Background: an optimization exercise with open tools, aiming at small area, a short achievable clock period and few clock cycles. Do not read the settings as production practice.
In this exercise RTL edits were held to simulation tests only and were not proved equivalent to the original.
Power is estimated from default activity; no workload was simulated.

==> flow/design.v (outline; a module is shown in full before it is edited, if it fits) <==
// module adder: 6028 lines
// module g_inv: 3 lines
// module g_nand2: 3 lines
// module g_nor2: 3 lines
// module g_xor2: 3 lines
// module g_xnor2: 3 lines
// module g_a21oi: 3 lines
// module g_o21ai: 3 lines
module adder(
    input wire [380:0] A,
    input wire [380:0] B,
    input wire clk,
    input wire reset,
    input wire start,
    output wire [380:0] S,
    output wire carry,
    output wire done
);
  // ...
==> flow/flow/run.sh <==
#!/bin/bash
# Own flow: the standard layout through standard.sh, with two changes:
#  - during synthesis, SYNTH_CANONICALIZE_TCL (flow/map_gates.tcl) turns the
#    RTL's g_* gate modules into the sky130 cells they stand for, so the carry
#    network keeps the structure the RTL gives it; everything else, the
#    registers and their names included, is the standard synthesis;
#  - every input and output port is buffered by a plain buf_1 instead of the
#    delay buffer buffer_ports picks by default.
# make's full output goes to flow_make.log; ORFS keeps each step's log too.
set -euo pipefail
here=$(pwd)
bash standard.sh "SYNTH_CANONICALIZE_TCL=$here/flow/map_gates.tcl" \
  "BUFFER_PORTS_ARGS=-buffer_cell sky130_fd_sc_hd__buf_1" finish > flow_make.log 2>&1
==> flow/flow/map_gates.tcl <==
# Turn the g_* gate modules of the RTL into the sky130 cells they stand for.
foreach {g c} {g_inv inv_1 g_nand2 nand2_1 g_nor2 nor2_1 g_xor2 xor2_1 g_xnor2 xnor2_1 g_a21oi a21oi_1 g_o21ai o21ai_1} {
  chtype -map $g sky130_fd_sc_hd__$c
}
hierarchy -top $::env(DESIGN_NAME)
==> flow/standard.sh <==
#!/bin/bash
# synth_recipe.tcl (not shown) runs the flow's synth.tcl, then flattens the netlist and writes it again
# the make line also repeats each setting of config.mk as NAME=value (left out here)
make -C /OpenROAD-flow-scripts/flow DESIGN_CONFIG=/design/flow/config.mk WORK_HOME=/design/flow/orfs CLKGATE_MAP_FILE= SYNTH_SCRIPT=/design/flow/synth_recipe.tcl "${@:-finish}"
==> flow/config.mk <==
export PLATFORM = sky130hd
export DESIGN_NAME = adder
export DESIGN_NICKNAME = adder
export VERILOG_FILES = /design/flow/design.v
export SDC_FILE = /design/flow/constraint.sdc
export NUM_CORES = 4
export LEC_CHECK = 0
export CAP_MARGIN = 20
export CORE_AREA = 10 10 410 410
export DIE_AREA = 0 0 420 420
export SETUP_SLACK_MARGIN = 1.5
export SLEW_MARGIN = 20
==> flow/constraint.sdc <==
create_clock -name core_clock -period 5.0 [get_ports {clk}]
set_input_delay 1.0000 -clock core_clock [delete_from_list [all_inputs] [get_ports {clk}]]
set_output_delay 1.0000 -clock core_clock [all_outputs]
set_load 0.01 [all_outputs]
==> results.toml, run 1 <==
[logic_synthesis]
synthTopCellsByArea = "edfxtp_1 41%, xor2_1 21%, o21ai_1 10%"
synth_top_area_frac = 0.4144
avgSynthCellArea_um2 = 8.175
synth_mux_area_frac = 0
synth_xor_area_frac = 0.2408
synth_edf_count = 382
synthCells = 3386

[status]
status = "timing/DRC/antenna clean"

[worst_setup_path]
slowest_delay_ns = 0.30
critPathRequiredTime_ns = 5.43
crit_buf_inv = 4
rrSetupSlack_ns = 4.41
r2r-end = "done_q"
crit_path_frequent_cell = "nand2_1"

[global_routing]
antenna_found_initial = 30
grt_max_degree = 117
top_usage_layer = "met2"
use_met3 = 0.07016
grt_pass1_wl_um = 236600

[layout]
fillCellCount = 17530
seq_cells = 383
dominant_cells = "multi-input combinational cells"
final_cell_mix = "1,126 x buf_1, 665 x xor2_1, 598 x nor2_1"
multi_input_area_um2 = 17130
regArea_um2 = 11490

[timing]
finalSetupViolations = 0
finalHoldViolations = 0
tns_ns = 0

[pwr]
internal_power_mw = 8.215
ir_drop_v = 0.0002467
power-top-group = "registers"
p_per_area_nw_per_um2 = 335.6
p_leak_nw = 14.16

[hold_path]
min_to = "done_q"
hp-start = "done_q"

[clock_network]
clock-sinks = 383

[route]
drc = 0
Testbench counts, summed over its fixed seeds: cycles 200.
==> inputs of run 2 (changes only) <==
==> flow/flow/run.sh (replaced) <==
#!/bin/bash
# Own flow: the standard layout through standard.sh, with three changes:
#  - during synthesis, SYNTH_CANONICALIZE_TCL (flow/map_gates.tcl) turns the
#    RTL's g_* gate modules into the sky130 cells they stand for, so the carry
#    network keeps the structure the RTL gives it; everything else, the
#    registers and their names included, is the standard synthesis;
#  - every input and output port is buffered by a plain buf_1 instead of the
#    delay buffer buffer_ports picks by default;
#  - the pins may also go on met4 (besides met2 and met3), so that the 1148
#    pins fit on the edge of a smaller die.
# make's full output goes to flow_make.log; ORFS keeps each step's log too.
set -euo pipefail
here=$(pwd)
bash standard.sh "SYNTH_CANONICALIZE_TCL=$here/flow/map_gates.tcl" \
  "BUFFER_PORTS_ARGS=-buffer_cell sky130_fd_sc_hd__buf_1" \
  "IO_PLACER_V=met2 met4" finish > flow_make.log 2>&1
--- a/flow/config.mk
+++ b/flow/config.mk
@@ -8,4 +8,4 @@
 export CAP_MARGIN = 20
-export CORE_AREA = 10 10 410 410
-export DIE_AREA = 0 0 420 420
+export CORE_AREA = 5 5 265 265
+export DIE_AREA = 0 0 270 270
 export SETUP_SLACK_MARGIN = 1.5
==> run 2 against run 1 <==
Net effect: fmax increased by 1.3%; clock power shrank 22%; first-iteration DRC count shrank 22%; critical path type unchanged; largest power group unchanged.
==> results.toml, run 2 <==
[logic_synthesis]
ys_ff_latch = 383
ys.flop_type = "edfxtp_1"
yosys.cell_count.top_type = "nor2_1"
synthCells = 3386
synthTopCellsByArea = "edfxtp_1 41%, xor2_1 21%, o21ai_1 10%"
yosys_warnings = 1
yosysTopAreaCell = "edfxtp_1"
synth_top_area_frac = 0.4144
yosysSeqAreaShare = 0.4151
syn_area_um2 = 27680
synth_edf_count = 382
avgSynthCellArea_um2 = 8.175
synthTopCellsByCount = "689 x nor2_1, 666 x xor2_1, 574 x nand2_1"
syn_nets = 4151
ys_async_sr_fraction = 0
synth_cell_type_count = 10

[worst_setup_path]
end_kind = "register"
arrival_ns = 3.80
rrSetupSlack_ns = 4.42
critPathKind = "input pin to register"
r2r_start = "done_q"
r2r-end = "done_q"
startpoint_type = "input pin"
path_max_fanout = 5
r2r_cells = 1
critPathRequiredTime_ns = 5.34

[die]
core_area_um2 = 67160
die_w_um = 270
initial_core_util = 0.4122
fp.dieArea_um2 = 72900
io_pins = 1148
fp.dieH_um = 270
rows = 95

[timing]
rsz0062_at_grt = "yes"
fin_crit_ns = 3.464
relSlewSlack = 0.5317
tns_ns = 0
maxSlewViolCount = 0
fmax_ghz = 0.2887
clock-skew-final_ns = 0
period_share = 0.6928
worst_pin_slew_ns = 0.6978
finalSetupViolations = 0
finalHoldViolations = 0

[global_routing]
track_usage = 0.3646
grt_pass1_wl_um = 193700
grt.overflow.total = 0
antenna_found_initial = 84
grt_pass1_vias = 27940
grt_max_degree = 116

[status]
status = "timing/DRC/antenna clean"

[route]
drc = 0
routed-via-count = 29390
viasPerCell = 5.242
drtIter0Drc = 2298
drt-total-wl_um = 141200
drtAntennaViolNets = 0
drt-pass1-iter-count = 8
post_drt_wl_per_cell_um = 25.18

[clock_network]
worstSkewPairLatency_ns = 0.59
clock-sinks = 383
tritoncts = "done"
htree_num_levels = 2
cts_root_buf = "clkbuf_16"
ctsLongestPathBuffers = 3
cts_made_buffers = 48
clk_pin_slew_ns = 0.06
holdBufCountCts = 0

[pwr]
p_leak_nw = 13.13
p_per_area_nw_per_um2 = 322.1
ir_drop_v = 0.0002436

[layout]
fillCellCount = 6770
largest_register_ffs = 382
area_growth_pct = 29.13
fin_cells = 5607
drive_above_1_share = 0.06116
reg_top3 = "sum_q x382, done_q x1"
final_common_cell = "buf_1"
nets = 5393
regMostFlops = "sum_q"
final_cell_mix = "1,141 x buf_1, 666 x xor2_1, 626 x nor2_1"

[run]
cap_violations = 0

[place]
place.gp.congestion = 1.056
post-place-cells = 5446
dp_hpwl_um = 124100
io_buffers = 1147

[hold_path]
hold_depth = 1
hp-start = "done_q"
min_to = "done_q"
min_path_type = "register to register"
[run 2: cell counts after synthesis]
No cell type changed its count.
[run 2: worst max-delay path, cell delays in order]
cell     delay [ns]
buf_1          0.12
nor2_1         0.16
o21ai_1        0.11
a21oi_1        0.26
o21ai_2        0.17
a21oi_2        0.21
buf_4          0.22
inv_1          0.10
a21oi_4        0.27
inv_1          0.18
a21oi_2        0.29
o21ai_1        0.18
a21oi_1        0.27
o21ai_1        0.10
xor2_1         0.14
[run 2: cells by family after synthesis]
group,after synthesis,share of synthesized area
DFF,383,0.4151
and+or+nand+nor,1263,0.1713
buffers and inverters,96,0.01302
AOI/OAI and AO/OA,883,0.1598
xor gates and xnor gates,761,0.2408
[run 2: cell type report]
cell class	count	area, um2	area share
timing repair buffer	1192	4691	0.1312
tap	873	1092	0.03056
antenna	74	185.2	0.005180
clock buffer	68	1297	0.03630
sequential	383	11490	0.3215
multi-input combinational	2907	16560	0.4633
clock inverter	14	67.56	0.001890
inverter	96	360.3	0.01008
[run 2: what timing repair did]
| item | in CTS | in global routing |
|---|---|---|
| pin swaps | 0 | 7 |
| buffers inserted | 0 | 5 |
| endpoints found under the setup margin | 117 | 110 |
| resized for setup | 55 | 150 |
[run 2: through the flow]
step	power, mW	util	cell area [um2]	hold WS, ns	setup slack [ns]
floorplan	6.376	-	27700	0.5159	1.477
global placement	8.168	0.4979	33440	0.4537	0.2602
detailed placement	8.181	0.4979	33440	0.4661	0.2283
CTS	11.44	0.5212	35000	0.4789	1.471
global route	12.02	0.5316	35700	0.5035	1.377
finish	11.51	0.5323	35750	0.4731	1.536
[run 2: where the power goes]
part / internal, mW / switching [mW]
Sequential: 4.29 / 0.208
Clock: 1.79 / 1.43
Combinational: 1.21 / 2.59
Total: 7.29 / 4.23
[run 2: worst max path at each step]
stage / cells after the start / end / start
2_1_floorplan: 15 / sum_q[351] / B[0]
3_3_place_gp: 14 / sum_q[191] / A[50]
3_5_place_dp: 14 / sum_q[191] / A[50]
4_1_cts: 15 / sum_q[215] / A[65]
5_1_grt: 17 / sum_q[311] / A[67]
6_report: 15 / sum_q[183] / A[13]
[run 2: layer usage]
| metal | share of wire | GRT usage | vias to the layer above | routed length, um |
|---|---|---|---|---|
| li1 | - | - | 14040 | - |
| met1 | 0.35 | 0.3809 | 13330 | 48940 |
| met2 | 0.46 | 0.5941 | 1420 | 64460 |
| met3 | 0.096 | 0.1309 | 575 | 13510 |
| met4 | 0.10 | 0.2914 | 30 | 14060 |
| met5 | 0.0014 | 0 | - | 193 |

-- what the ideal ports hide --
No port has a modelled driver above. Below, the same layouts with a new extraction and two added sets of constraints. Step 1 (the two cells are an assumption about what drives the block):
set clk [get_ports {clk}]
set_driving_cell -lib_cell sky130_fd_sc_hd__clkbuf_16 $clk
set_driving_cell -lib_cell sky130_fd_sc_hd__buf_2 [delete_from_list [all_inputs] $clk]
Step 2 moves the port delays by t, midway between the first and last clock arrival at a register: inputs arrive t later, outputs are due t later. That takes back most of the time a late clock gives input paths. a / b / c = no drivers / after step 1 / after step 2; a / b = the first two.
| run | shift t [ns] | setup WS [ns] | worst setup path at the end | worst slew at a driven data input, ns | pins driven straight from the clock port |
|---|---|---|---|---|---|
| run 1 | 0.724 | 1.491 / 1.499 / 0.776 | input to register | 0.22 | 1 |
| run 2 | 0.659 | 1.536 / 1.572 / 0.913 | input to register | 0.18 | 1 |
After both steps setup and hold are still met in every run listed. For run 1, which loses most, drivers alone change the setup slack by +0.008 ns; drivers and shift together by -0.715 ns.
